Context: an optimization exercise on an open-source flow, tuned for small area. The choices shown serve that exercise and are no tape-out recipe. Where RTL was checked, it was by simulation tests only, not by an equivalence proof against the original. The RTL of runs 2, 4 and 5 was laid out without a check of its function. Power and IR drop assume default switching activity.

`design.v`:
```
module ALU (
    input Clk,
    input Reset,
    input [7:0] operand_A, operand_B,
    input [3:0] Sel,
    output [7:0] Out,
    output [3:0] Flag);
    reg [7:0] Result;
    reg [3:0] FlagCpy;
    reg [7:0] nResult;
    reg [3:0] nFlag;
    reg [8:0] extendResult;
    reg [15:0] extendResult1;
    assign Out = Result;
    assign Flag = FlagCpy;
    always @(*)
    begin
        nResult = Result;
        nFlag = FlagCpy;
        extendResult = 9'd0;
        extendResult1 = 16'd0;
        case(Sel)
            4'h0:
                begin
                    extendResult = operand_A + operand_B;
                    if(extendResult >> 8 == 1)
                        nFlag = nFlag | 4'b0010;
                    else
                        nResult = extendResult[7:0];
                end
            4'h1:
                begin
                    if(operand_A < operand_B)
                        nFlag = nFlag | 4'b1000;
                    else
                        nResult = operand_A - operand_B;
                end
            4'h2:
                begin
                    extendResult1 = operand_A * operand_B;
                    if(extendResult1 >> 8 != 0)
                        nFlag = nFlag | 4'b0100;
                    else
                        nResult = operand_A * operand_B;
                    if(nResult == 0)
                        nFlag = nFlag | 4'b0001;
                end
            4'h3:
                begin
                    if(operand_A < operand_B)
                        nFlag = nFlag | 4'b1000;
                    else if(operand_B == 0)
                        nResult = 8'hFF;
                    else
                        nResult = operand_A / operand_B;
                    if(nResult == 0)
                        nFlag = nFlag | 4'b0001;
                end
            4'h4:
                begin
                extendResult1 = operand_A << operand_B;
                if(operand_B > 8 || (operand_A==1&&operand_B==8))
                    nFlag = nFlag | 4'b0010;
                else
                    begin
                    extendResult1 = operand_A << operand_B;
                    if(extendResult1 << 8 != 0)
                        nFlag = nFlag | 4'b0010;
                    else
                        nResult = operand_A << operand_B;
                    end
                if(nResult == 0)
                    nFlag = nFlag | 4'b0001;
                end
            4'h5:
                begin
                nResult = operand_A >> operand_B;
                if(nResult == 0)
                    nFlag = nFlag | 4'b0001;
                if(operand_B > 8 || (operand_B == 8 && operand_A==1) || (operand_B==7&&(operand_A == 2 || operand_A==3)) || operand_B==6&&(operand_A<=7&&operand_A>=4) || operand_B==5&&(operand_A<=15&&operand_A>=8) || operand_B==4&&(operand_A<=31&&operand_A>=16))
                    nFlag = nFlag | 4'b1000;
                end
            4'h6:
                begin
                nResult = operand_A & operand_B;
                if(nResult == 0)
                    nFlag = nFlag | 1;
                end
            4'h7:
                begin
                nResult = operand_A | operand_B;
                if(nResult == 0)
                    nFlag = nFlag | 1;
                end
            4'h8:
                begin
                nResult = operand_A ^ operand_B;
                if(nResult == 0)
                    nFlag = nFlag | 1;
                end
            4'h9:
                begin
                nResult = ~(operand_A ^ operand_B);
                if(nResult == 0)
                    nFlag = nFlag | 1;
                end
            4'hA:
                begin
                nResult = ~(operand_A & operand_B);
                if(nResult == 0)
                    nFlag = nFlag | 1;
                end
            4'hB:
                begin
                nResult = ~(operand_A | operand_B);
                if(nResult == 0)
                    nFlag = nFlag | 1;
                end
            default:
                nResult = 8'h00;
        endcase
    end
    always @(posedge Clk, posedge Reset)
    begin
        if(Reset) begin
            Result <= 8'h00;
            FlagCpy <= 4'b0000;
        end else begin
            Result <= nResult;
            FlagCpy <= nFlag;
        end
    end
endmodule
```
`config.mk`:
```
export PLATFORM = sky130hd
export DESIGN_NAME = ALU
export DESIGN_NICKNAME = ALU
export VERILOG_FILES = /design/flow/design.v
export SDC_FILE = /design/flow/constraint.sdc
export NUM_CORES = 4
export LEC_CHECK = 0
export CAP_MARGIN = 20
export CORE_MARGIN = 2
export CORE_UTILIZATION = 40
export SLEW_MARGIN = 20
```
`constraint.sdc`:
```
create_clock -name core_clock -period 13.5 [get_ports {Clk}]
set_input_delay 2.7000 -clock core_clock [delete_from_list [all_inputs] [get_ports {Clk}]]
set_output_delay 2.7000 -clock core_clock [all_outputs]
set_load 0.01 [all_outputs]
```
`run.sh`:
```
#!/bin/bash
# synth_recipe.tcl (not shown) runs the flow's synth.tcl, then flattens the netlist and writes it again
# the make line also repeats each setting of config.mk as NAME=value (left out here)
make -C /OpenROAD-flow-scripts/flow DESIGN_CONFIG=/design/flow/config.mk WORK_HOME=/design/flow/orfs CLKGATE_MAP_FILE= SYNTH_SCRIPT=/design/flow/synth_recipe.tcl finish
```
==> metrics.yaml, run 1 <==
cells_and_area:
  fin_nets: 1074
  n_antenna_cell: 0
  multiInputGateArea_mm2: 0.00590
  stdcell_count: 1128
  seqCellArea_um2: 300
  n_fill_cell: 1683
  final_common_cell: "nor2_1"
  syn_to_final_growth_pct: 14.3
  mostFrequentLayoutCells: "nor2_1, ha_1, inv_1, nand2_1, a21oi_1"
  final_layout_size_suffix_gt1_frac: 0.106
run_status:
  outcome: "complete, no violations"
pwr:
  p_per_area_mw_per_mm2: 84.3
  cellLeakagePower_nw: 3.34
  vdd_drop_max_v: 0.0000729
setup_path:
  r2r-start: "Result[5]"
  rrSetupSlack_ns: 11.88
  path_common_cell: "ha_1"
  crit_family: "compound AO/OA/AOI/OAI gates"
  r2r-end: "FlagCpy[0]"
  cp.depth: 45
  cp-start-kind: "primary input"
  worstSetupPathType: "primary input to flop"
  cp.required_ns: 13.61
  critPathBufInv: 4
  max_stage_delay_ns: 0.54
  crit_path_top_delay_cell: "or4b_4"
  critPathArrivalTime_ns: 12.99
  cp-end-kind: "flop"
  cp_max_fo: 5
  rr_worst_depth: 5
global_route:
  grt_pass1_wl_mm: 35.8
  antenna_found_initial: 0
  grt_start_max_net_pins: 34
  track_usage: 0.251
  grt_pass1_vias: 6433
  gr-total-overflow: 0
drt:
  wl_per_cell_um: 20.0
  viasPerCell: 6.03
  drtPass1Iterations: 5
  wirelength_mm: 22.6
  route.detailed.drc: 0
  drt_iter0_markers: 536
  routed-via-count: 6806
  drtAntennaViolNets: 0
sta:
  period_minus_slack_ns: 12.88
  worstMarginPinSlew_ns: 1.10
  tns_ns: 0
  timing.final.crit_share: 0.954
  skew_ns: 0.00173
  holdWs_ns: 0.466
  setup_viol: 0
  hold_viol: 0
  drv_slew: 0
  timing.slew.headroom: 0.263
  fmax_mhz: 77.6
logic_synthesis:
  ys_seq_area_frac: 0.0456
  ys_warn_count: 1
  ys_ff_latch: 12
  synth_area_mm2: 0.00659
  async_reset_ff_frac: 1.00
  synth-edff-count: 0
  avgSynthCellArea_um2: 7.47
  syn_nets: 1041
  synthDistinctLibCells: 87
  synthCells: 881
  ys.flop_type: "dfrtp_1"
cts:
  cts.sinks: 12
  cts_buffers: 3
  ctsHoldBuffers: 0
  cts.reportedPaths.clkPinSlew_ns: 0.04
  clock_path_buffers: 2
  htree_levels: 1
  clk-insertion-delay-late_ns: 0.23
  cts_root_buf: "clkbuf_16"
  cts_tree: "built"
placed_design:
  io_buffers: 33
  place.gp.congestion: 1.01
  hpwlAfterDp_mm: 17.5
  place_inst: 1118
hold_path:
  hold_depth: 1
  hp-class: "flop to flop"
  hp-start: "FlagCpy[2]"
  whs_endpoint: "FlagCpy[2]"
floorplanning:
  dieArea_mm2: 0.0175
  fp.dieH_um: 132
  die_x_um: 132
  io_pins: 34
  core_mm2: 0.0160
  start_util: 0.412
  fp-row-count: 46
job:
  maxCapViolCount: 0
-- worst max path at each step --
stage	from	end	slack (ns)
6_report	operand_B[3]	Result[0]	0.62
5_1_grt	operand_B[3]	Result[0]	-0.04
4_1_cts	operand_B[0]	Result[0]	0.02
3_5_place_dp	operand_B[0]	Result[0]	-0.33
3_3_place_gp	operand_B[0]	Result[0]	-0.006
2_1_floorplan	operand_B[0]	Result[0]	0.03
-- metrics by stage --
| stage | setup WS, ns | total power, mW | area, um^2 | utilization |
|---|---|---|---|---|
| after global placement | -0.00630 | 0.561 | 7260 | 0.454 |
| after floorplan | 0.0338 | 0.429 | 6610 | - |
| after global routing | -0.0423 | 0.698 | 7530 | 0.471 |
| final | 0.621 | 0.635 | 7530 | 0.471 |
| after CTS | 0.0242 | 0.621 | 7380 | 0.461 |
| after detailed placement | -0.326 | 0.562 | 7260 | 0.454 |
-- flip-flops by register name, indices dropped and copies added (netlist names) --
| name | flops |
|---|---|
| Result | 8 |
| FlagCpy | 4 |
-- cells by family (layout without fill, tap and decap cells) --
logic type | Yosys count | count (layout) | share of synthesized area
flip-flops | 12 | 12 | 0.0456
adder cells (fa/ha/maj) | 138 | 138 | 0.306
multiplexers | 33 | 33 | 0.0561
AO/OA/AOI/OAI | 231 | 231 | 0.253
buffers and inverters | 135 | 166 | 0.0802
AND/OR/NAND/NOR | 306 | 306 | 0.225
XOR/XNOR | 26 | 26 | 0.0346
-- final cells by class --
type | count | share of cell area
repair buffers | 73 | 0.0857
inverters | 90 | 0.0454
well taps | 216 | 0.0359
flip-flops and latches | 12 | 0.0399
multi-input cells | 734 | 0.783
clock buffers | 3 | 0.00997
-- cell usage after synthesis (all sizes together), types with 7 or more instances --
library cell / number / area share
a211oi: 10 / 0.011
a21oi: 53 / 0.040
a221o: 9 / 0.014
a31oi: 12 / 0.011
buf: 11 / 0.0095
clkbuf: 34 / 0.019
clkinv: 9 / 0.0051
dfrtp: 12 / 0.046
fa: 38 / 0.12
ha: 100 / 0.19
inv: 81 / 0.046
mux2: 15 / 0.027
mux2i: 17 / 0.026
nand2: 57 / 0.033
nand2b: 16 / 0.015
nand3: 11 / 0.0084
nand4: 12 / 0.011
nor2: 115 / 0.066
nor2b: 11 / 0.010
nor3: 37 / 0.029
o211ai: 9 / 0.011
o21a: 15 / 0.017
o21ai: 39 / 0.030
o221ai: 7 / 0.0093
o22ai: 7 / 0.0066
or3: 8 / 0.0076
xnor2: 16 / 0.021
xor2: 10 / 0.013
-- metal layers --
layer | GRT usage | vias up | part of all wire | wire length [um]
met2 | 0.388 | 268 | 0.43 | 9760
met4 | 0.0532 | 0 | 0.019 | 433
met1 | 0.371 | 3267 | 0.47 | 10700
met5 | 0 | - | 0 | 0
met3 | 0.0373 | 26 | 0.074 | 1670
li1 | - | 3245 | - | -
-- power breakdown --
group	switching [mW]	internal [mW]	leakage, nW
clock	0.0132	0.0384	0.0370
sequential	0.00728	0.0407	0.140
combinational	0.310	0.225	3.16
total	0.331	0.304	3.34
-- worst reg2reg max path, stage by stage (launching register included) --
cell	delay [ns]
dfrtp_1	0.47
nor3_1	0.24
o221ai_1	0.14
nor3_1	0.30
a31oi_1	0.15
a311oi_1	0.22
-- timing repair --
action / 4_1_cts / 5_1_grt
pin swaps: 3 / 16
gates resized for setup: 6 / 22
endpoints found under the hold margin: 0 / 0
setup endpoints to repair: 2 / 2
buffers inserted: 3 / 4
==> run 2, diff against run 1 <==
==> design.v (replaced) <==
module ALU (
    input Clk,
    input Reset,
    input [7:0] operand_A, operand_B,
    input [3:0] Sel,
    output [7:0] Out,
    output [3:0] Flag);
    reg [7:0] Result;
    reg [3:0] FlagCpy;
    reg [7:0] nResult;
    reg [3:0] nFlag;
    assign Out = Result;
    assign Flag = FlagCpy;
    wire [7:0] A = operand_A;
    wire [7:0] B = operand_B;
    wire s_add = (Sel == 4'h0);
    wire s_sub = (Sel == 4'h1);
    wire s_mul = (Sel == 4'h2);
    wire s_div = (Sel == 4'h3);
    wire sub = Sel[0];               
    wire [7:0] Bx = B ^ {8{sub}};
    wire [7:0] hz;
    assign hz[0] = 1'b1;
    genvar g;
    generate
        for (g = 1; g < 8; g = g + 1) begin : g_hz
            assign hz[g] = ~|B[7:8-g];
        end
    endgenerate
    wire [7:0] X [0:8];
    wire [7:0] en;                   
    wire [7:0] co;                   
    wire [7:0] T0;                   
    assign X[8] = s_mul ? 8'h00 : A;
    generate
        for (g = 7; g >= 0; g = g - 1) begin : g_row
            wire [8-g:0] t = {1'b0, X[g+1][7:g]} + {1'b0, Bx[7-g:0]} + sub;
            assign co[g] = t[8-g];
            if (g == 0) begin : g_last
                assign T0 = t[7:0];
                assign en[0] = s_mul ? A[0] : (s_div ? co[0] : 1'b1);
                assign X[0] = en[0] ? t[7:0] : X[1];
            end else begin : g_mid
                assign en[g] = s_mul ? A[g] : (s_div & hz[g] & co[g]);
                if (g == 0)
                    assign X[g] = en[g] ? t[7:0] : X[g+1];
                else
                    assign X[g] = {en[g] ? t[7-g:0] : X[g+1][7:g], X[g+1][g-1:0]};
            end
        end
    endgenerate
    wire mul_ovf = |(A & (co | ~hz));
    wire [7:0] shr = hz[5] ? (A >> B[2:0]) : 8'h00;
    wire f5 = (B > 8) || (B == 8 && A == 1) || (B == 7 && (A == 2 || A == 3)) ||
              (B == 6 && (A <= 7 && A >= 4)) || (B == 5 && (A <= 15 && A >= 8)) ||
              (B == 4 && (A <= 31 && A >= 16));
    always @(*)
    begin
        nResult = Result;
        nFlag = FlagCpy;
        case(Sel)
            4'h0:
                if (co[0]) nFlag[1] = 1'b1;
                else nResult = X[0];
            4'h1:
                if (!co[0]) nFlag[3] = 1'b1;
                else nResult = X[0];
            4'h2:
                if (mul_ovf) nFlag[2] = 1'b1;
                else nResult = X[0];
            4'h3:
                if (en == 8'h00) nFlag[3] = 1'b1;
                else nResult = en;
            4'h4:
                if (A != 0 || B > 8) nFlag[1] = 1'b1;
                else nResult = 8'h00;
            4'h5:
                begin
                    nResult = shr;
                    if (f5) nFlag[3] = 1'b1;
                end
            4'h6: nResult = A & B;
            4'h7: nResult = A | B;
            4'h8: nResult = A ^ B;
            4'h9: nResult = ~(A ^ B);
            4'hA: nResult = ~(A & B);
            4'hB: nResult = ~(A | B);
            default: nResult = 8'h00;
        endcase
        if (Sel >= 4'h2 && Sel <= 4'hB && nResult == 8'h00)
            nFlag[0] = 1'b1;
    end
    always @(posedge Clk, posedge Reset)
    begin
        if(Reset) begin
            Result <= 8'h00;
            FlagCpy <= 4'b0000;
        end else begin
            Result <= nResult;
            FlagCpy <= nFlag;
        end
    end
endmodule
==> metrics.yaml, run 2 <==
setup_path:
  worstSetupPathType: "primary input to flop"
  cp-end-kind: "flop"
  critPathArrivalTime_ns: 13.86  # +0.87 ns
  cp-start-kind: "primary input"
  cp_max_fo: 6  # +1
  max_stage_delay_ns: 0.56  # +0.02 ns
  crit_family: "simple AND/OR/NAND/NOR gates"
  critPathBufInv: 3  # -1
  crit_path_top_delay_cell: "or4b_4"
  cp.required_ns: 13.64  # +0.03 ns
cells_and_area:
  n_antenna_cell: 0  # unchanged
  fin_nets: 828  # -23%
  regMostFlops: "Result"
  stdcell_count: 888  # -21%
  n_fill_cell: 835  # -50%
  largest_reg_flops: 8  # unchanged
  final_layout_size_suffix_gt1_frac: 0.428  # +0.321
  top_regs: "Result (8), FlagCpy (4)"
  fin_util: 0.674  # +0.203
  mostFrequentLayoutCells: "buf_4, nor2_1, inv_1, nand2_1, ha_1"
  final_area_mm2: 0.00659  # -13%
  syn_to_final_growth_pct: 64.1
  final_common_cell: "buf_4"
global_route:
  antenna_found_initial: 0  # unchanged
  gr-total-overflow: 0  # unchanged
  track_usage: 0.312  # +0.0610
  grt_pass1_vias: 5261  # -18%
  grt_start_max_net_pins: 37  # +8.8%
  grt_pass1_wl_mm: 27.2  # -24%
floorplanning:
  io_pins: 34  # unchanged
  fp.dieH_um: 104  # -21%
  die_x_um: 104  # -21%
  fp-row-count: 36  # -22%
  dieArea_mm2: 0.0108  # -38%
  start_util: 0.411  # -0.00104
  core_mm2: 0.00977  # -39%
pwr:
  pwr-share-seq: 0.094  # +0.018
  p_switching_mw: 0.202  # -39%
  p_int_mw: 0.263  # -14%
  swShare: 0.435  # -0.0859
  finalPower_mw: 0.465  # -27%
  cellLeakagePower_nw: 2.98  # -11%
  vdd_drop_max_v: 0.0000535  # -27%
  combinationalPowerShare: 0.823  # -0.020
  pwr-share-clk: 0.083  # +0.002
  p_per_area_mw_per_mm2: 70.6  # -16%
sta:
  hold_viol: 0  # unchanged
  worstMarginPinSlew_ns: 0.899  # -0.202 ns
  setup_slack_ns: -0.217  # -0.838 ns
  skew_ns: 0.00141  # -0.000317 ns
  setup_viol: 1  # +1
  fmax_mhz: 72.9  # -6.1%
  timing.final.crit_share: 1.02  # +0.0621
  grt_setup_unrepaired: "yes"
  holdWs_ns: 0.478  # +0.0116 ns
  period_minus_slack_ns: 13.72  # +0.838 ns
  timing.slew.headroom: 0.398  # +0.135
  drv_slew: 0  # unchanged
drt:
  drtAntennaViolNets: 0  # unchanged
  wl_per_cell_um: 20.1  # +0.23%
  routed-via-count: 5253  # -23%
  drtPass1Iterations: 5  # unchanged
  wirelength_mm: 17.8  # -21%
  route.detailed.drc: 0  # unchanged
  viasPerCell: 5.92  # -2.0%
  drt_iter0_markers: 415  # -23%
logic_synthesis:
  yosysTopAreaCellShare: 0.134  # -0.0559
  ys_warn_count: 1  # unchanged
  ys_ff_latch: 12  # unchanged
  yosys-top-cells-count: "nor2_1, ha_1, inv_1, nand2_1, o21ai_0"
  synth.top_cells.by_area: "ha_1, dfrtp_1, mux2i_1"
  ys.flop_type: "dfrtp_1"
  synthDistinctLibCells: 78  # -10%
  synth-edff-count: 0  # unchanged
  syn_nets: 618  # -41%
  synth_area_mm2: 0.00401  # -39%
  avgSynthCellArea_um2: 7.35  # -1.7%
  yosysMostFrequentCell: "nor2_1"
  ys_seq_area_frac: 0.0748  # +0.0292
  yosys.area.top_type: "ha_1"
  async_reset_ff_frac: 1.00  # unchanged
  synthCells: 546  # -38%
job:
  maxCapViolCount: 0  # unchanged
run_status:
  check-failures: "setup timing"
  outcome: "failed layout checks"
cts:
  cts_root_buf: "clkbuf_8"
  clk-insertion-delay-late_ns: 0.24  # about the same
  cts_buffers: 3  # unchanged
  htree_levels: 1  # unchanged
  cts.reportedPaths.clkPinSlew_ns: 0.05  # about the same
  cts_tree: "built"
  cts.sinks: 12  # unchanged
  clock_path_buffers: 2  # unchanged
placed_design:
  io_buffers: 33  # unchanged
  place.gp.congestion: 0.969  # -4.4%
  place_inst: 842  # -25%
  dpl_cell_area_mm2: 0.00584  # -19%
  hpwlAfterDp_mm: 13.2  # -24%
hold_path:
  hp-class: "flop to flop"
## run 2: per-stage QoR
stage | setup WS, ns | setup TNS [ns]
3_5_place_dp | -1.33 | -8.56
6_report | -0.217 | -0.217
3_3_place_gp | -1.04 | -5.70
2_1_floorplan | -0.481 | -0.481
4_1_cts | -0.126 | -0.126
5_1_grt | -0.669 | -1.26
## run 2: path summary, 6_finish.rpt
kind	start	end	slack, ns	cells after the start
max in group asynchronous	Reset	Result[6]	10.45	2
min	FlagCpy[0]	FlagCpy[0]	0.48	2
min reg2reg	FlagCpy[0]	FlagCpy[0]	0.48	2
max reg2reg	Result[1]	FlagCpy[0]	11.71	4
min in group asynchronous	Reset	Result[4]	2.76	2
max	Sel[0]	FlagCpy[0]	-0.22	51
## run 2: layer usage
layer | global-route usage | up-vias | wire [um]
met3 | 0.0401 | 64 | 1270
met5 | 0 | - | 0
met4 | 0.116 | 0 | 843
met2 | 0.547 | 263 | 8500
met1 | 0.391 | 2478 | 7220
li1 | - | 2448 | -
## run 2: area by class of cell
cell class / count / area [um^2] / area share
Clock buffer: 4 / 55.1 / 0.00836
Tap cell: 133 / 166 / 0.0253
Sequential cell: 12 / 300 / 0.0456
Multi-Input combinational cell: 462 / 4050 / 0.615
Inverter: 44 / 168 / 0.0255
Timing Repair Buffer: 233 / 1840 / 0.280
## run 2: power groups by stage
stage                     sequential, mW  combinational, mW  clock (mW)
after global placement            0.0439              0.320           0
final                             0.0439              0.383      0.0385
after detailed placement          0.0442              0.326           0
after global routing              0.0445              0.411      0.0409
after CTS                         0.0437              0.351      0.0396
after floorplan                   0.0454              0.184           0
## run 2: worst register-to-register path, cell delays in order, from the launching register on
cell	delay, ns
dfrtp_1	0.38
o21a_1	0.12
or4b_1	0.48
or4_4	0.52
o41ai_2	0.19
## run 2: timing repair
action,in CTS,in global routing
pin swaps,25,41
setup buffers,25,17
hold buffers,0,0
resized for setup,45,65
endpoints found under the setup margin,10,10
## run 2: cells by family (layout without fill, tap and decap cells)
kind of cell,Yosys count,in the layout,synth area share
AO/OA/AOI/OAI,171,171,0.299
XOR/XNOR,31,31,0.0677
adder cells (fa/ha/maj),50,50,0.169
buffers and inverters,72,281,0.0711
flip-flops,12,12,0.0748
multiplexers,27,27,0.0783
AND/OR/NAND/NOR,183,183,0.240
==> run 3, diff against run 2 <==
==> design.v (replaced) <==
module ALU (
    input Clk,
    input Reset,
    input [7:0] operand_A, operand_B,
    input [3:0] Sel,
    output [7:0] Out,
    output [3:0] Flag);
    reg [7:0] Result;
    reg [3:0] FlagCpy;
    reg [7:0] nResult;
    reg [3:0] nFlag;
    assign Out = Result;
    assign Flag = FlagCpy;
    wire [7:0] A = operand_A;
    wire [7:0] B = operand_B;
    wire s_mul = (Sel == 4'h2);
    wire s_div = (Sel == 4'h3);
    wire sub = Sel[0];               
    wire [7:0] Bx = B ^ {8{sub}};
    wire [7:0] hz;
    assign hz[0] = 1'b1;
    genvar g, k;
    generate
        for (g = 1; g < 8; g = g + 1) begin : g_hz
            assign hz[g] = ~|B[7:8-g];
        end
    endgenerate
    wire [7:0] X [0:8];
    wire [7:0] en;                   
    wire [7:0] co;                   
    assign X[8] = s_mul ? 8'h00 : A;
    generate
        for (g = 7; g >= 0; g = g - 1) begin : g_row
            wire [8-g:0] c;
            wire [7-g:0] t;
            assign c[0] = sub;
            for (k = 0; k <= 7 - g; k = k + 1) begin : g_bit
                wire x = X[g+1][g+k];
                wire y = Bx[k];
                assign t[k] = y ^ c[k];    
                assign c[k+1] = (x & y) | (c[k] & (x ^ y));
            end
            assign co[g] = c[8-g];
            if (g == 0) begin : g_last
                assign en[0] = s_mul ? A[0] : (s_div ? co[0] : 1'b1);
                assign X[0] = X[1] ^ ({8{en[0]}} & t);
            end else begin : g_mid
                assign en[g] = s_mul ? A[g] : (s_div & hz[g] & co[g]);
                assign X[g] = {X[g+1][7:g] ^ ({(8-g){en[g]}} & t), X[g+1][g-1:0]};
            end
        end
    endgenerate
    wire mul_ovf = |(A & (co | ~hz));
    wire lt = A < B;
    wire r0 = (Result == 8'h00);
    wire a0 = (A == 8'h00);
    wire b0 = (B == 8'h00);
    wire big = (B > 8);
    wire [7:0] shr = hz[5] ? (A >> B[2:0]) : 8'h00;
    wire f5 = big || (B == 8 && A == 1) || (B == 7 && (A == 2 || A == 3)) ||
              (B == 6 && (A <= 7 && A >= 4)) || (B == 5 && (A <= 15 && A >= 8)) ||
              (B == 4 && (A <= 31 && A >= 16));
    reg [7:0] lg;
    always @(*)
    begin
        case (Sel[1:0])
            2'b10: lg = A & B;       
            2'b11: lg = A | B;       
            2'b00: lg = A ^ B;       
            default: lg = A ^ B;     
        endcase
    end
    wire [7:0] lgo = (Sel == 4'h6 || Sel == 4'h7 || Sel == 4'h8) ? lg : ~lg;
    always @(*)
    begin
        nResult = Result;
        nFlag = FlagCpy;
        case(Sel)
            4'h0:
                if (co[0]) nFlag[1] = 1'b1;
                else nResult = X[0];
            4'h1:
                if (!co[0]) nFlag[3] = 1'b1;
                else nResult = X[0];
            4'h2:
                begin
                    if (mul_ovf) nFlag[2] = 1'b1;
                    else nResult = X[0];
                    if (a0 || b0 || (mul_ovf && r0)) nFlag[0] = 1'b1;
                end
            4'h3:
                begin
                    if (lt) nFlag[3] = 1'b1;
                    else nResult = en;
                    if (lt && r0) nFlag[0] = 1'b1;
                end
            4'h4:
                begin
                    if (!a0 || big) nFlag[1] = 1'b1;
                    else nResult = 8'h00;
                    if (r0 || (a0 && !big)) nFlag[0] = 1'b1;
                end
            4'h5:
                begin
                    nResult = shr;
                    if (f5) nFlag[3] = 1'b1;
                    if (shr == 8'h00) nFlag[0] = 1'b1;
                end
            4'h6, 4'h7, 4'h8, 4'h9, 4'hA, 4'hB:
                begin
                    nResult = lgo;
                    if (lgo == 8'h00) nFlag[0] = 1'b1;
                end
            default: nResult = 8'h00;
        endcase
    end
    always @(posedge Clk, posedge Reset)
    begin
        if(Reset) begin
            Result <= 8'h00;
            FlagCpy <= 4'b0000;
        end else begin
            Result <= nResult;
            FlagCpy <= nFlag;
        end
    end
endmodule
--- a/config.mk
+++ b/config.mk
@@ -7,5 +7,7 @@
 export LEC_CHECK = 0
+export ABC_AREA = 1
 export CAP_MARGIN = 20
 export CORE_MARGIN = 2
-export CORE_UTILIZATION = 40
+export CORE_UTILIZATION = 45
+export GPL_TIMING_DRIVEN = 0
 export SLEW_MARGIN = 20
==> metrics.yaml, run 3 <==
drt:
  route.detailed.drc: 0  # unchanged
  routed-via-count: 4567  # -13%
  wirelength_mm: 13.4  # -25%
  viasPerCell: 5.39  # -9.0%
  drt_iter0_markers: 170  # -59%
  wl_per_cell_um: 15.8  # -21%
  drtAntennaViolNets: 0  # unchanged
  drtPass1Iterations: 4  # -1
logic_synthesis:
  synth_area_mm2: 0.00421  # +5.0%
  syn_nets: 757  # +22%
  yosys.area.top_type: "nand2_1"
  yosys-top-cells-count: "nand2_1, inv_1, nand3_1, nand2_2, ha_1"
  ys.flop_type: "dfrtp_1"
  ys_seq_area_frac: 0.0713  # -0.00354
  synthAdderAreaFrac: 0.152  # -0.0175
  ys_warn_count: 1  # unchanged
  synth.top_cells.by_area: "nand2_1, ha_1, inv_1"
  synth.area.mux_share: 0  # -0.0783
  synth_xor_xnor_area_share: 0.110  # +0.0423
  avgSynthCellArea_um2: 6.16  # -16%
  yosysTopAreaCellShare: 0.163  # +0.0290
  synth_compound_gate_area_share: 0.119  # -0.180
  synthSimpleGateAreaFrac: 0.438  # +0.198
  synth-edff-count: 0  # unchanged
  ys_ff_latch: 12  # unchanged
  synthCells: 684  # +25%
  async_reset_ff_frac: 1.00  # unchanged
  synthDistinctLibCells: 52  # -33%
  synth_top_family_by_area: "simple AND/OR/NAND/NOR gates"
  yosysMostFrequentCell: "nand2_1"
global_route:
  antenna_found_initial: 0  # unchanged
  grt_pass1_vias: 4329  # -18%
  gr-total-overflow: 0  # unchanged
  track_usage: 0.271  # -0.0415
  grt_pass1_wl_mm: 21.7  # -20%
  grt_start_max_net_pins: 13  # -65%
sta:
  timing.final.crit_share: 0.927  # -0.0892
  hold_viol: 0  # unchanged
  holdWs_ns: 0.460  # -0.0176 ns
  setup_viol: 0  # -1
  period_minus_slack_ns: 12.51  # -1.20 ns
  drv_slew: 0  # unchanged
  timing.slew.headroom: 0.347  # -0.0515
  fmax_mhz: 79.9  # +9.6%
  grt_setup_unrepaired: "no"
  tns_ns: 0  # +0.217 ns
  skew_ns: 0.00533  # +0.00392 ns
  worstMarginPinSlew_ns: 0.976  # +0.0769 ns
floorplanning:
  dieArea_mm2: 0.0101  # -6.5%
  core_mm2: 0.00915  # -6.4%
  fp-row-count: 35  # -2.8%
  io_pins: 34  # unchanged
  start_util: 0.460  # +0.0496
  die_x_um: 101  # -3.3%
  fp.dieH_um: 101  # -3.3%
cells_and_area:
  fin_nets: 812  # -1.9%
  n_antenna_cell: 0  # unchanged
  largest_reg_flops: 8  # unchanged
  syn_to_final_growth_pct: 17.9
  n_fill_cell: 968  # +16%
  mostFrequentLayoutCells: "nand2_1, inv_1, nand3_1, nand2_2, ha_1"
  final_layout_size_suffix_gt1_frac: 0.175  # -0.253
  regMostFlops: "Result"
  top_regs: "Result (8), FlagCpy (4)"
  final_common_cell: "nand2_1"
placed_design:
  io_buffers: 33  # unchanged
  place.gp.congestion: 0.997  # +2.9%
  hpwlAfterDp_mm: 11.0  # -17%
cts:
  cts.sinks: 12  # unchanged
  cts_buffers: 3  # unchanged
  cts_tree: "built"
  cts_root_buf: "clkbuf_8"
  clk-insertion-delay-late_ns: 0.24  # about the same
  htree_levels: 1  # unchanged
  clock_path_buffers: 2  # unchanged
  cts.reportedPaths.clkPinSlew_ns: 0.04  # about the same
run_status:
  outcome: "complete, no violations"
setup_path:
  cp-end-kind: "flop"
  worstSetupPathType: "primary input to flop"
  path_common_cell: "nand2_1"
  crit_path_top_delay_cell: "clkdlybuf4s50_1"
  max_stage_delay_ns: 0.46  # -0.10 ns
  cp-start-kind: "primary input"
  cp.required_ns: 13.67  # +0.03 ns
  critPathArrivalTime_ns: 12.69  # -1.17 ns
  cp_max_fo: 10  # +4
pwr:
  pwr-share-seq: 0.152  # +0.058
  pwr-share-clk: 0.111  # +0.028
  swShare: 0.498  # +0.0634
  p_switching_mw: 0.139  # -31%
  combinationalPowerShare: 0.737  # -0.086
  p_per_area_mw_per_mm2: 56.3  # -20%
  vdd_drop_max_v: 0.0000371  # -31%
  p_int_mw: 0.140  # -47%
  cellLeakagePower_nw: 2.65  # -11%
hold_path:
  hp-class: "flop to flop"
job:
  maxCapViolCount: 0  # unchanged
-- run 3: cell types whose count changed in the layout (fill, tap and decap cells not counted), sizes merged, moves of 15 or more --
cell / previous run / this run
xnor2: 12 / 27
nand2: 42 / 242
buf: 202 / 24
mux2i: 19 / 0
nand3: 15 / 69
inv: 43 / 100
-- run 3: cell type report --
class | count | area, um^2 | area share
sequential | 12 | 300 | 0.0605
clock buffer | 3 | 41.3 | 0.00832
tap | 111 | 139 | 0.0280
buffer | 12 | 86.3 | 0.0174
multi-input combinational | 557 | 3520 | 0.709
timing repair buffer | 50 | 483 | 0.0973
inverter | 103 | 393 | 0.0792
-- run 3: worst paths after layout --
check / start / endpoint / slack (ns) / cells after the start
hold reg to reg: FlagCpy[1] / FlagCpy[1] / 0.46 / 2
max in group asynchronous: Reset / FlagCpy[1] / 10.43 / 2
min in group asynchronous: Reset / Result[2] / 2.77 / 2
hold / removal: FlagCpy[1] / FlagCpy[1] / 0.46 / 2
setup reg to reg: Result[1] / FlagCpy[0] / 12.07 / 7
setup / recovery: operand_B[1] / Result[0] / 0.99 / 92
-- run 3: through the flow --
step	total power, mW	cells	utilization	instance area, um^2	worst slack, ns
final	0.280	848	0.542	4960	0.987
after global routing	0.308	848	0.542	4960	0.0155
after CTS	0.273	831	0.516	4720	0.347
after detailed placement	0.240	828	0.511	4680	0.140
after global placement	0.235	828	0.511	4680	0.305
after floorplan	0.186	684	-	4210	2.46
-- run 3: repair_timing --
item                                    CTS  global route
setup buffers                             0            17
hold buffers                              0             0
gates resized for setup                   0            35
endpoints found under the setup margin    0            12
-- run 3: per-layer routing --
| metal | up-vias | track usage | share of wire |
|---|---|---|---|
| met5 | - | 0 | 0 |
| li1 | 2312 | - | - |
| met4 | 0 | 0.0400 | 0.0079 |
| met3 | 11 | 0.0104 | 0.038 |
| met1 | 2151 | 0.361 | 0.46 |
| met2 | 93 | 0.493 | 0.49 |
-- run 3: cells by family after synthesis --
| family | after synthesis |
|---|---|
| AO/OA/AOI/OAI | 75 |
| XOR/XNOR | 46 |
| adder cells (fa/ha/maj) | 51 |
| buffers and inverters | 115 |
| flip-flops | 12 |
| AND/OR/NAND/NOR | 385 |
-- run 3: power groups by stage --
stage | registers (mW) | logic (mW) | clock network (mW)
finish | 0.0426 | 0.206 | 0.0310
global route | 0.0431 | 0.232 | 0.0336
CTS | 0.0427 | 0.198 | 0.0323
detailed placement | 0.0432 | 0.196 | 0
global placement | 0.0432 | 0.192 | 0
floorplan | 0.0446 | 0.141 | 0
-- run 3: critical path: cells and delay by family --
kind                       cells  cell delay (ns)
xor gates and xnor gates       1             0.26
buffers and inverters          4             0.90
adders and majority gates      6             1.66
and+or+nand+nor               79             6.87
AOI/OAI and AO/OA              2             0.30
==> run 4, diff against run 3 <==
--- a/design.v
+++ b/design.v
@@ -16,5 +16,8 @@
     wire s_mul = (Sel == 4'h2);
-    wire s_div = (Sel == 4'h3);
-    wire sub = Sel[0];               
-    wire [7:0] Bx = B ^ {8{sub}};
+    wire s_shr = (Sel == 4'h5);
+    wire s_quo = (Sel == 4'h3) || s_shr;     
+    wire sub = (Sel == 4'h1) || s_quo;       
+    wire b_lo = ~|B[7:3];                    
+    wire [7:0] Y = s_shr ? (8'h01 << B[2:0]) : B;
+    wire [7:0] Yx = Y ^ {8{sub}};
     wire [7:0] hz;
@@ -24,3 +27,3 @@
         for (g = 1; g < 8; g = g + 1) begin : g_hz
-            assign hz[g] = ~|B[7:8-g];
+            assign hz[g] = ~|Y[7:8-g];
         end
@@ -30,3 +33,3 @@
     wire [7:0] co;                   
-    assign X[8] = s_mul ? 8'h00 : A;
+    assign X[8] = (s_mul || (s_shr && !b_lo)) ? 8'h00 : A;
     generate
@@ -38,4 +41,4 @@
                 wire x = X[g+1][g+k];
-                wire y = Bx[k];
-                assign t[k] = y ^ c[k];    
+                wire y = Yx[k];
+                assign t[k] = y ^ c[k];
                 assign c[k+1] = (x & y) | (c[k] & (x ^ y));
@@ -44,6 +47,6 @@
             if (g == 0) begin : g_last
-                assign en[0] = s_mul ? A[0] : (s_div ? co[0] : 1'b1);
+                assign en[0] = s_mul ? A[0] : (s_quo ? co[0] : 1'b1);
                 assign X[0] = X[1] ^ ({8{en[0]}} & t);
             end else begin : g_mid
-                assign en[g] = s_mul ? A[g] : (s_div & hz[g] & co[g]);
+                assign en[g] = s_mul ? A[g] : (s_quo & hz[g] & co[g]);
                 assign X[g] = {X[g+1][7:g] ^ ({(8-g){en[g]}} & t), X[g+1][g-1:0]};
@@ -53,3 +56,3 @@
     wire mul_ovf = |(A & (co | ~hz));
-    wire lt = A < B;
+    wire lt = A < Y;                 
     wire r0 = (Result == 8'h00);
@@ -58,3 +61,2 @@
     wire big = (B > 8);
-    wire [7:0] shr = hz[5] ? (A >> B[2:0]) : 8'h00;
     wire f5 = big || (B == 8 && A == 1) || (B == 7 && (A == 2 || A == 3)) ||
@@ -62,13 +64,15 @@
               (B == 4 && (A <= 31 && A >= 16));
-    reg [7:0] lg;
+    reg t_n, t_p, t_g;
     always @(*)
     begin
-        case (Sel[1:0])
-            2'b10: lg = A & B;       
-            2'b11: lg = A | B;       
-            2'b00: lg = A ^ B;       
-            default: lg = A ^ B;     
+        case (Sel)
+            4'h6: {t_n, t_p, t_g} = 3'b001;      
+            4'h7: {t_n, t_p, t_g} = 3'b011;      
+            4'h8: {t_n, t_p, t_g} = 3'b010;      
+            4'h9: {t_n, t_p, t_g} = 3'b101;      
+            4'hA: {t_n, t_p, t_g} = 3'b110;      
+            default: {t_n, t_p, t_g} = 3'b100;   
         endcase
     end
-    wire [7:0] lgo = (Sel == 4'h6 || Sel == 4'h7 || Sel == 4'h8) ? lg : ~lg;
+    wire [7:0] lg = ({8{t_n}} & ~(A | B)) | ({8{t_p}} & (A ^ B)) | ({8{t_g}} & (A & B));
     always @(*)
@@ -104,5 +108,5 @@
                 begin
-                    nResult = shr;
+                    nResult = en;
                     if (f5) nFlag[3] = 1'b1;
-                    if (shr == 8'h00) nFlag[0] = 1'b1;
+                    if (!b_lo || lt) nFlag[0] = 1'b1;
                 end
@@ -110,4 +114,4 @@
                 begin
-                    nResult = lgo;
-                    if (lgo == 8'h00) nFlag[0] = 1'b1;
+                    nResult = lg;
+                    if (lg == 8'h00) nFlag[0] = 1'b1;
                 end
--- a/config.mk
+++ b/config.mk
@@ -10,3 +10,3 @@
 export CORE_MARGIN = 2
-export CORE_UTILIZATION = 45
+export CORE_UTILIZATION = 70
 export GPL_TIMING_DRIVEN = 0
==> metrics.yaml, run 4 <==
logic_synthesis:
  synth_area_mm2: 0.00388  # -7.8%
  ys_ff_latch: 12  # unchanged
  ys.flop_type: "dfrtp_1"
  yosysMostFrequentCell: "nand2_1"
  yosysTopAreaCellShare: 0.189  # +0.0263
  yosys.area.top_type: "nand2_1"
  avgSynthCellArea_um2: 6.10  # -0.95%
  syn_nets: 709  # -6.3%
  yosys-top-cells-count: "nand2_1, inv_1, nand3_1, ha_1, nor2_1"
  ys_warn_count: 1  # unchanged
  synth-edff-count: 0  # unchanged
  synthDistinctLibCells: 56  # +7.7%
  async_reset_ff_frac: 1.00  # unchanged
  synth.top_cells.by_area: "nand2_1, ha_1, inv_1"
  synthCells: 637  # -6.9%
  ys_seq_area_frac: 0.0773  # +0.00599
run_status:
  lastStage: "5_1_grt"
  tool.error: "[ERROR DPL-0038] Utilization greater than 100%, impossible to legalize"
  outcome: "aborted with a tool error"
floorplanning:
  fp.dieH_um: 78.5  # -22%
  start_util: 0.714  # +0.254
  die_x_um: 78.5  # -22%
  io_pins: 34  # unchanged
  fp-row-count: 27  # -23%
global_route:
  grt_start_max_net_pins: 13
placed_design:
  place.gp.congestion: 1.03  # +2.9%
  hpwlAfterDp_mm: 9.10  # -17%
  io_buffers: 33  # unchanged
  place_inst: 742  # -10%
cts:
  cts_buffers: 3  # unchanged
  cts.sinks: 12  # unchanged
  clock_path_buffers: 2  # unchanged
  htree_levels: 1  # unchanged
  ctsHoldBuffers: 0  # unchanged
  cts_root_buf: "clkbuf_8"
sta:
  grt-worst-endpoint: "Result[0]$_DFFE_PP0P_/D"
  endpoint_type: "register input"
-- run 4: logic make-up after synthesis --
logic type      count (synthesis)  share of synthesized area
compound gates                 78                      0.147
simple gates                  356                      0.416
fa+ha+maj                      50                      0.161
flops                          12                     0.0773
buf+inv                       100                     0.0976
xor+xnor                       41                      0.101
-- run 4: how the worst min path moves through the flow --
stage,start,end,slack [ns]
CTS,FlagCpy[0],FlagCpy[0],0.48
detailed placement,FlagCpy[0],FlagCpy[0],0.47
global placement,FlagCpy[3],FlagCpy[3],0.46
floorplan,FlagCpy[0],FlagCpy[0],0.49
-- run 4: what timing repair did --
item,CTS
endpoints found under the setup margin,12
buffers inserted,60
resized for setup,102
pin swaps,39
-- run 4: power groups by stage --
stage / Combinational [mW] / Clock, mW / Sequential [mW]
2_1_floorplan: 0.141 / 0 / 0.0434
3_3_place_gp: 0.184 / 0 / 0.0419
3_5_place_dp: 0.193 / 0 / 0.0422
4_1_cts: 0.219 / 0.0389 / 0.0416
-- run 4: stage by stage --
stage	area, um^2	power [mW]	setup WS [ns]	TNS [ns]	utilization
floorplan	3880	0.185	0.792	0	-
global placement	4310	0.226	-1.50	-16.25	0.792
detailed placement	4310	0.235	-1.84	-20.26	0.792
CTS	5020	0.299	0.0118	0	0.923
==> run 5, diff against run 4 <==
--- a/config.mk
+++ b/config.mk
@@ -10,3 +10,3 @@
 export CORE_MARGIN = 2
-export CORE_UTILIZATION = 70
+export CORE_UTILIZATION = 45
 export GPL_TIMING_DRIVEN = 0
==> metrics.yaml, run 5 <==
run_status:
  outcome: "complete, no violations"
floorplanning:
  dieArea_mm2: 0.00939
  die_x_um: 96.9  # +23%
  start_util: 0.468  # -0.246
  io_pins: 34  # unchanged
  fp-row-count: 33  # +22%
  core_mm2: 0.00830
  fp.dieH_um: 96.9  # +23%
cells_and_area:
  final_layout_size_suffix_gt1_frac: 0.353
  n_fill_cell: 758
  seqCellArea_um2: 300
  largest_reg_flops: 8
  syn_to_final_growth_pct: 46.3
  regMostFlops: "Result"
  top_regs: "Result (8), FlagCpy (4)"
  n_antenna_cell: 0
  final_common_cell: "nand2_1"
  final_area_mm2: 0.00568
  fin_nets: 838
  mostFrequentLayoutCells: "nand2_1, buf_4, inv_1, nand2_2, ha_1"
  multiInputGateArea_mm2: 0.00378
hold_path:
  hold_depth: 1
  hp-class: "flop to flop"
placed_design:
  place_ws_ns: -2.04  # -0.195 ns
  place.gp.congestion: 0.935  # -8.8%
  io_buffers: 33  # unchanged
  hpwlAfterDp_mm: 9.69  # +6.5%
  dpl_cell_area_mm2: 0.00435  # +0.96%
sta:
  tns_ns: 0
  worstMarginPinSlew_ns: 0.938
  drv_slew: 0
  timing.final.crit_share: 0.982
  setup_slack_ns: 0.250
  period_minus_slack_ns: 13.25
  setup_viol: 0
  hold_viol: 0
  timing.slew.headroom: 0.373
  skew_ns: 0.00204
  grt_setup_unrepaired: "yes"
  fmax_mhz: 75.5
global_route:
  grt_pass1_wl_mm: 20.7
  grt_start_max_net_pins: 13
  gr-total-overflow: 0
  track_usage: 0.263
  grt_pass1_vias: 4305
  antenna_found_initial: 0
drt:
  routed-via-count: 4735
  drtPass1Iterations: 5
  wirelength_mm: 13.6
  route.detailed.drc: 0
  routed.top_layer: "met4"
  viasPerCell: 5.45
  wl_met1_mm: 5.74
  drt_iter0_markers: 235
  wl_met3_um: 823
  drtAntennaViolNets: 0
  wl_per_cell_um: 15.6
  wl_met2_mm: 6.66
logic_synthesis:
  ys_seq_area_frac: 0.0773  # unchanged
  syn_nets: 709  # unchanged
  yosysMostFrequentCell: "nand2_1"
  synthCells: 637  # unchanged
  synthDistinctLibCells: 56  # unchanged
  ys_ff_latch: 12  # unchanged
  async_reset_ff_frac: 1.00  # unchanged
  ys.flop_type: "dfrtp_1"
  ys_warn_count: 1  # unchanged
  yosys.area.top_type: "nand2_1"
  yosysTopAreaCellShare: 0.189  # unchanged
  synth-edff-count: 0  # unchanged
  synth_area_mm2: 0.00388  # unchanged
  synth.top_cells.by_area: "nand2_1, ha_1, inv_1"
  yosys-top-cells-count: "nand2_1, inv_1, nand3_1, ha_1, nor2_1"
  avgSynthCellArea_um2: 6.10  # unchanged
setup_path:
  critPathArrivalTime_ns: 13.43
  cp.required_ns: 13.67
  cp_max_fo: 8
  cp-start-kind: "primary input"
  worstSetupPathType: "primary input to flop"
  max_stage_delay_ns: 0.30
  rr_worst_depth: 5
  path_common_cell: "nand2_2"
  crit_path_top_delay_cell: "ha_1"
  cp-end-kind: "flop"
pwr:
  pwr-share-clk: 0.092
  p_switching_mw: 0.164
  finalPower_mw: 0.346
  combinationalPowerShare: 0.787
  cellLeakagePower_nw: 2.92
  p_int_mw: 0.182
  pwr-share-seq: 0.121
  swShare: 0.474
  p_per_area_mw_per_mm2: 60.9
  vdd_drop_max_v: 0.0000280
cts:
  cts.reportedPaths.clkPinSlew_ns: 0.05
  cts_buffers: 3  # unchanged
  htree_levels: 1  # unchanged
  cts_root_buf: "clkbuf_8"
  clk-insertion-delay-late_ns: 0.24
  cts_tree: "built"
  clock_path_buffers: 2  # unchanged
  cts.sinks: 12  # unchanged
job:
  maxCapViolCount: 0
run 5: cell counts after synthesis:
No cell type changed its count.
run 5: worst max-delay path: cells and delay by family:
kind / cells / cell delay (ns)
adders and majority gates: 6 / 1.64
xor gates and xnor gates: 3 / 0.47
buffers and inverters: 12 / 1.03
AOI/OAI and AO/OA: 17 / 2.66
and+or+nand+nor: 55 / 4.91
run 5: final timing paths:
path                            start    endpoint  slack [ns]
setup / recovery               Sel[3]   Result[4]        0.25
max in group asynchronous       Reset   Result[2]       10.42
setup reg to reg            Result[5]  FlagCpy[0]       11.92
hold reg to reg            FlagCpy[3]  FlagCpy[3]        0.46
hold / removal             FlagCpy[3]  FlagCpy[3]        0.46
min in group asynchronous       Reset  FlagCpy[2]        2.77
run 5: routing by layer:
metal,vias up,global-route usage
met3,38,0.0202
met4,0,0.0607
met1,2213,0.349
met2,165,0.464
met5,-,0
li1,2319,-
run 5: kinds of logic after synthesis:
logic type | count (synthesis) | share of synthesized area
and+or+nand+nor | 356 | 0.416
xor gates and xnor gates | 41 | 0.101
DFF | 12 | 0.0773
AOI/OAI and AO/OA | 78 | 0.147
buffers and inverters | 100 | 0.0976
adders and majority gates | 50 | 0.161
run 5: per-stage QoR:
stage,hold WS [ns],util,std cells
floorplan,0.493,-,637
global placement,0.448,0.524,775
detailed placement,0.459,0.524,775
CTS,0.470,0.587,811
global route,0.480,0.685,869
finish,0.464,0.685,869
run 5: area by class of cell:
cell class | count | area share
inverters | 97 | 0.0671
flip-flops and latches | 12 | 0.0528
repair buffers | 125 | 0.181
well taps | 105 | 0.0231
plain buffers | 2 | 0.00352
clock buffers | 3 | 0.00726
multi-input cells | 525 | 0.665
run 5: power groups by stage:
stage	registers [mW]	logic (mW)	clock network [mW]
after floorplan	0.0434	0.141	0
after global placement	0.0422	0.189	0
after detailed placement	0.0423	0.194	0
after CTS	0.0418	0.219	0.0322
after global routing	0.0421	0.299	0.0347
final	0.0418	0.273	0.0318
run 5: timing repair:
| action | CTS | global route |
|---|---|---|
| setup endpoints to repair | 12 | 12 |
| pin swaps | 42 | 99 |
| gates resized for setup | 104 | 119 |
| buffers inserted | 34 | 58 |
| hold buffers | 0 | 0 |

what the ideal ports hide:
Ports are ideal in the flow. The routed layouts listed here were re-timed in OpenROAD.
Step 1 assumes that a clkbuf_16 drives the clock port and a buf_2 every other input.
Step 2 adds t to the input delays and takes it off the output delays; t is the mean of the earliest and latest rising clock arrival at the registers after step 1. Input paths then give back, and output paths get back, about the clock's delay inside the block.
a / b / c = ideal / step 1 / step 2; a / b = the first two.
| run | t, ns | slack for setup (ns) | worst slew at a driven data input, ns |
|---|---|---|---|
| run 1 | 0.261 | 0.621 / 0.625 / 0.364 | 0.04 |
| run 2 | 0.260 | -0.217 / -0.234 / -0.494 | 0.05 |
| run 3 | 0.255 | 0.987 / 0.987 / 0.732 | 0.03 |
| run 5 | 0.258 | 0.250 / 0.208 / -0.050 | 0.07 |
Met with ideal ports but missed after step 2: setup timing in run 5. For run 5, which loses most, drivers alone change the setup slack by -0.042 ns; drivers and shift together by -0.300 ns.
